This design comes from an exercise in tuning for small area on the open sky130 flow, not from production work. In this exercise RTL edits were held to simulation tests only and were not proved equivalent to the original. No activity file was given, so power comes from the tool's default toggle rates.

trial 79:
## tm_master_multislave_fast_rb
module tm_master_multislave_fast_rb
#(
    parameter NUM_CREDITS = 15,  
    parameter ADDRESS_WIDTH = 4,
    parameter VC_ADDRESS_WIDTH = 2,
    parameter NUM_VC = 4,
	parameter WIDTH_DATA_OUT = 128,
	parameter WIDTH_DATA_IN = 128,
    parameter WIDTH_TAG = 8
)
(
	input clk,
	input rst,
    input      send_valid_in,
    output reg [WIDTH_TAG-1:0] send_tag,
    input      send_ready_in,   
    output     send_ready_out,  
    input       receive_valid_in,
    output reg  receive_valid_out,
    input       receive_ready_in,   
    output      receive_ready_out,   
    input [WIDTH_TAG-1:0] receive_tag,
    input      [WIDTH_DATA_IN-1 : 0] receive_data_in,   
    output reg [WIDTH_DATA_IN-1 : 0] receive_data_out   
);
localparam NS = 15;    
localparam W  = WIDTH_DATA_IN;
assign receive_ready_out = receive_ready_in;
reg [W-1:0]  mem [0:NS-1];
reg [NS-1:0] vld;
reg [3:0]    exp_tag;     
reg [3:0]    last_slot;   
wire [3:0] exp_slot = (last_slot == NS-1) ? 4'd0 : last_slot + 4'd1;
wire [3:0] rdist  = receive_tag[3:0] - exp_tag;
wire [4:0] ssum  = {1'b0, exp_slot} + {1'b0, rdist};
wire [3:0] wslot = (ssum >= NS) ? ssum - NS : ssum[3:0];
wire [NS-1:0] wr_en;
wire [NS-1:0] exp_oh;
wire [NS-1:0] last_oh;
genvar g;
generate
    for (g = 0; g < NS; g = g + 1) begin : dec
        assign wr_en[g]   = receive_valid_in && (wslot == g);
        assign exp_oh[g]  = (exp_slot == g);
        assign last_oh[g] = (last_slot == g);
    end
endgenerate
wire found = |((vld | wr_en) & exp_oh);
integer k;
wire [NS-1:0] keep = ~({NS{rst}} | (receive_valid_out ? last_oh : {NS{1'b0}}));
wire [NS-1:0] put  = rst ? {NS{1'b0}} : wr_en;
always @(posedge clk) begin
    for (k = 0; k < NS; k = k + 1)
        mem[k] <= (mem[k] & {W{keep[k]}}) | (receive_data_in & {W{put[k]}});
end
always @(posedge clk) begin
    if (rst) begin
        vld               <= 0;
        exp_tag           <= 0;
        last_slot         <= NS-1;
        receive_valid_out <= 0;
    end else begin
        vld               <= (vld | wr_en) & ~(found ? exp_oh : {NS{1'b0}});
  ...
clock: 5.0 ns
lec_check: 0
cap_margin: 20
core_margin: 2
core_utilization: 60
cts_buf_list: sky130_fd_sc_hd__clkbuf_4 sky130_fd_sc_hd__clkbuf_8
slew_margin: 20
run.sh (not shown) runs the stock make flow with config.mk's settings and CLKGATE_MAP_FILE= SYNTH_SCRIPT=/design/flow/synth_recipe.tcl, a recipe that flattens the netlist after the stock synthesis.
Trial 79: PASS, flow complete, no timing, DRC or antenna violations
For build 3, these inputs were changed with respect to trial 79:
- setting CTS_CLUSTER_SIZE to 30 for the first time
- removing CTS_BUF_LIST (formerly sky130_fd_sc_hd__clkbuf_4 sky130_fd_sc_hd__clkbuf_8)
- changing CORE_UTILIZATION from 60 to 40
- setting CTS_CLUSTER_DIAMETER to 100 for the first time
==> flow/flow/run.sh (new file) <==
#!/bin/bash
# Standard ORFS layout, with three changes after the standard synthesis:
#  - port buffers are buf_1 cells instead of the default delay buffer,
#  - the largest plain buffers are kept out of repair (smaller trees suffice),
#  - CTS clustering comes from config.mk.
set -uo pipefail
DU="sky130_fd_sc_hd__probe_p_8 sky130_fd_sc_hd__probec_p_8 sky130_fd_sc_hd__lpflow_bleeder_1 sky130_fd_sc_hd__lpflow_clkbufkapwr_1 sky130_fd_sc_hd__lpflow_clkbufkapwr_16 sky130_fd_sc_hd__lpflow_clkbufkapwr_2 sky130_fd_sc_hd__lpflow_clkbufkapwr_4 sky130_fd_sc_hd__lpflow_clkbufkapwr_8 sky130_fd_sc_hd__lpflow_clkinvkapwr_1 sky130_fd_sc_hd__lpflow_clkinvkapwr_16 sky130_fd_sc_hd__lpflow_clkinvkapwr_2 sky130_fd_sc_hd__lpflow_clkinvkapwr_4 sky130_fd_sc_hd__lpflow_clkinvkapwr_8 sky130_fd_sc_hd__lpflow_decapkapwr_12 sky130_fd_sc_hd__lpflow_decapkapwr_3 sky130_fd_sc_hd__lpflow_decapkapwr_4 sky130_fd_sc_hd__lpflow_decapkapwr_6 sky130_fd_sc_hd__lpflow_decapkapwr_8 sky130_fd_sc_hd__lpflow_inputiso0n_1 sky130_fd_sc_hd__lpflow_inputiso0p_1 sky130_fd_sc_hd__lpflow_inputiso1n_1 sky130_fd_sc_hd__lpflow_inputiso1p_1 sky130_fd_sc_hd__lpflow_inputisolatch_1 sky130_fd_sc_hd__lpflow_isobufsrc_1 sky130_fd_sc_hd__lpflow_isobufsrc_16 sky130_fd_sc_hd__lpflow_isobufsrc_2 sky130_fd_sc_hd__lpflow_isobufsrc_4 sky130_fd_sc_hd__lpflow_isobufsrc_8 sky130_fd_sc_hd__lpflow_isobufsrckapwr_16 sky130_fd_sc_hd__lpflow_lsbuf_lh_hl_isowell_tap_1 sky130_fd_sc_hd__lpflow_lsbuf_lh_hl_isowell_tap_2 sky130_fd_sc_hd__lpflow_lsbuf_lh_hl_isowell_tap_4 sky130_fd_sc_hd__lpflow_lsbuf_lh_isowell_4 sky130_fd_sc_hd__lpflow_lsbuf_lh_isowell_tap_1 sky130_fd_sc_hd__lpflow_lsbuf_lh_isowell_tap_2 sky130_fd_sc_hd__lpflow_lsbuf_lh_isowell_tap_4 sky130_fd_sc_hd__buf_12 sky130_fd_sc_hd__buf_16 sky130_fd_sc_hd__bufbuf_16 sky130_fd_sc_hd__bufinv_16 sky130_fd_sc_hd__bufbuf_8 sky130_fd_sc_hd__bufinv_8"
bash standard.sh synth > synth.log 2>&1 || exit 1
bash standard.sh "BUFFER_PORTS_ARGS=-buffer_cell sky130_fd_sc_hd__buf_1" "DONT_USE_CELLS=$DU" finish > layout.log 2>&1 || exit 1
==> flow/standard.sh (new file) <==
#!/bin/bash
# synth_recipe.tcl (not shown) runs the flow's synth.tcl, then flattens the netlist and writes it again
# the make line also repeats each setting of config.mk as NAME=value (left out here)
make -C /OpenROAD-flow-scripts/flow DESIGN_CONFIG=/design/flow/config.mk WORK_HOME=/design/flow/orfs CLKGATE_MAP_FILE= SYNTH_SCRIPT=/design/flow/synth_recipe.tcl "${@:-finish}"
removed: flow/run.sh
Notes after the runs:
Build 3: all stages complete, timing, DRC and antenna checks passed. Between build 3 and trial 79, it is build 3 whose non-clock buffer count is higher, by 182. Sequential power essentially unchanged between build 3 and trial 79. Compared with trial 79, build 3 shows a layout overhead on the synthesized area that is 9.0 points lower. In the tables for trial 79 and build 3, share of the clock period used by the worst path reads higher with trial 79. Build 3 vs trial 79 on buffer share of cell area: build 3 is the lower one. In the tables for trial 79 and build 3, routed wire length on met2 reads higher with build 3. Cmp trial 79 and build 3 / number of buffers added for setup after CTS / lower: build 3.

* * *

the baseline:
tm_master_multislave_fast_rb, a different RTL version from the one above (not shown whole).
Size in the first run: roughly 5200 cells after synthesis, about 2000 flip-flops, roughly 280 I/O pins, roughly 62000 um2 of cells after synthesis.
clock: 5.0 ns
lec_check: 0
cap_margin: 20
core_margin: 2
core_utilization: 55
cts_cluster_diameter: 100
cts_cluster_size: 25
place_density: 0.7
slew_margin: 20
synth_hierarchical: 1
synth_minimum_keep_size: 0
standard.sh (not shown) runs the stock make flow with config.mk's settings and CLKGATE_MAP_FILE= SYNTH_SCRIPT=/design/flow/synth_recipe.tcl, a recipe that flattens the netlist after the stock synthesis.
==> flow/flow/run.sh <==
#!/bin/bash
# Standard ORFS layout, with three changes after the standard synthesis:
#  - port buffers are buf_1 cells instead of the default delay buffer,
#  - the largest plain buffers are kept out of repair (smaller trees suffice),
#  - CTS clustering comes from config.mk.
set -uo pipefail
DU="sky130_fd_sc_hd__probe_p_8 sky130_fd_sc_hd__probec_p_8 sky130_fd_sc_hd__lpflow_bleeder_1 sky130_fd_sc_hd__lpflow_clkbufkapwr_1 sky130_fd_sc_hd__lpflow_clkbufkapwr_16 sky130_fd_sc_hd__lpflow_clkbufkapwr_2 sky130_fd_sc_hd__lpflow_clkbufkapwr_4 sky130_fd_sc_hd__lpflow_clkbufkapwr_8 sky130_fd_sc_hd__lpflow_clkinvkapwr_1 sky130_fd_sc_hd__lpflow_clkinvkapwr_16 sky130_fd_sc_hd__lpflow_clkinvkapwr_2 sky130_fd_sc_hd__lpflow_clkinvkapwr_4 sky130_fd_sc_hd__lpflow_clkinvkapwr_8 sky130_fd_sc_hd__lpflow_decapkapwr_12 sky130_fd_sc_hd__lpflow_decapkapwr_3 sky130_fd_sc_hd__lpflow_decapkapwr_4 sky130_fd_sc_hd__lpflow_decapkapwr_6 sky130_fd_sc_hd__lpflow_decapkapwr_8 sky130_fd_sc_hd__lpflow_inputiso0n_1 sky130_fd_sc_hd__lpflow_inputiso0p_1 sky130_fd_sc_hd__lpflow_inputiso1n_1 sky130_fd_sc_hd__lpflow_inputiso1p_1 sky130_fd_sc_hd__lpflow_inputisolatch_1 sky130_fd_sc_hd__lpflow_isobufsrc_1 sky130_fd_sc_hd__lpflow_isobufsrc_16 sky130_fd_sc_hd__lpflow_isobufsrc_2 sky130_fd_sc_hd__lpflow_isobufsrc_4 sky130_fd_sc_hd__lpflow_isobufsrc_8 sky130_fd_sc_hd__lpflow_isobufsrckapwr_16 sky130_fd_sc_hd__lpflow_lsbuf_lh_hl_isowell_tap_1 sky130_fd_sc_hd__lpflow_lsbuf_lh_hl_isowell_tap_2 sky130_fd_sc_hd__lpflow_lsbuf_lh_hl_isowell_tap_4 sky130_fd_sc_hd__lpflow_lsbuf_lh_isowell_4 sky130_fd_sc_hd__lpflow_lsbuf_lh_isowell_tap_1 sky130_fd_sc_hd__lpflow_lsbuf_lh_isowell_tap_2 sky130_fd_sc_hd__lpflow_lsbuf_lh_isowell_tap_4 sky130_fd_sc_hd__buf_12 sky130_fd_sc_hd__buf_16 sky130_fd_sc_hd__bufbuf_16 sky130_fd_sc_hd__bufinv_16 sky130_fd_sc_hd__bufbuf_8 sky130_fd_sc_hd__bufinv_8"
bash standard.sh synth > synth.log 2>&1 || exit 1
bash standard.sh "BUFFER_PORTS_ARGS=-buffer_cell sky130_fd_sc_hd__buf_1" "DONT_USE_CELLS=$DU" finish > layout.log 2>&1 || exit 1
The baseline | stages: all done | timing, DRC, antenna: all pass
Inputs modified between the baseline and the candidate:
Settings: CORE_UTILIZATION now 40, was 55; PLACE_DENSITY no longer set, was 0.7.
==> results.txt <==
Taking the baseline as the reference, in the candidate power density of the placed cells decreased by 5.2 nW/um2 relative to the old numbers; routed length per placed instance fell by about 0.37%.
The candidate: worst slew margin relative to its limit 0.76 points below the baseline

what the ideal ports hide:
In the flow no input, the clock included, has a driving cell. The finished layouts below were timed again as built, in two steps. Step 1 (the two cells are an assumption about what drives the block):
set clk [get_ports {clk}]
set_driving_cell -lib_cell sky130_fd_sc_hd__clkbuf_16 $clk
set_driving_cell -lib_cell sky130_fd_sc_hd__buf_2 [delete_from_list [all_inputs] $clk]
Step 2, shift: input delay + t, output delay - t, t = (earliest + latest rising clock arrival at the registers) / 2. This alone moves slack from input paths to output paths. Slacks: ideal / step 1 / step 2; pairs: ideal / step 1.
run | shift t [ns] | setup WS [ns] | hold WS [ns]
trial 79 | 1.070 | 0.061 / -0.017 / -0.757 | 0.473 / 0.473 / 0.473
build 3 | 0.818 | 0.089 / 0.005 / -0.475 | 0.481 / 0.481 / 0.481
the baseline | 0.772 | 0.050 / -0.029 / -0.022 | 0.447 / 0.447 / 0.447
the candidate | 0.826 | 0.124 / 0.042 / -0.102 | 0.448 / 0.448 / 0.448
Met with ideal ports but missed after step 2: setup timing in every run listed. The setup slack of trial 79, which loses most, moves by -0.078 ns with the drivers and by -0.818 ns with both steps.
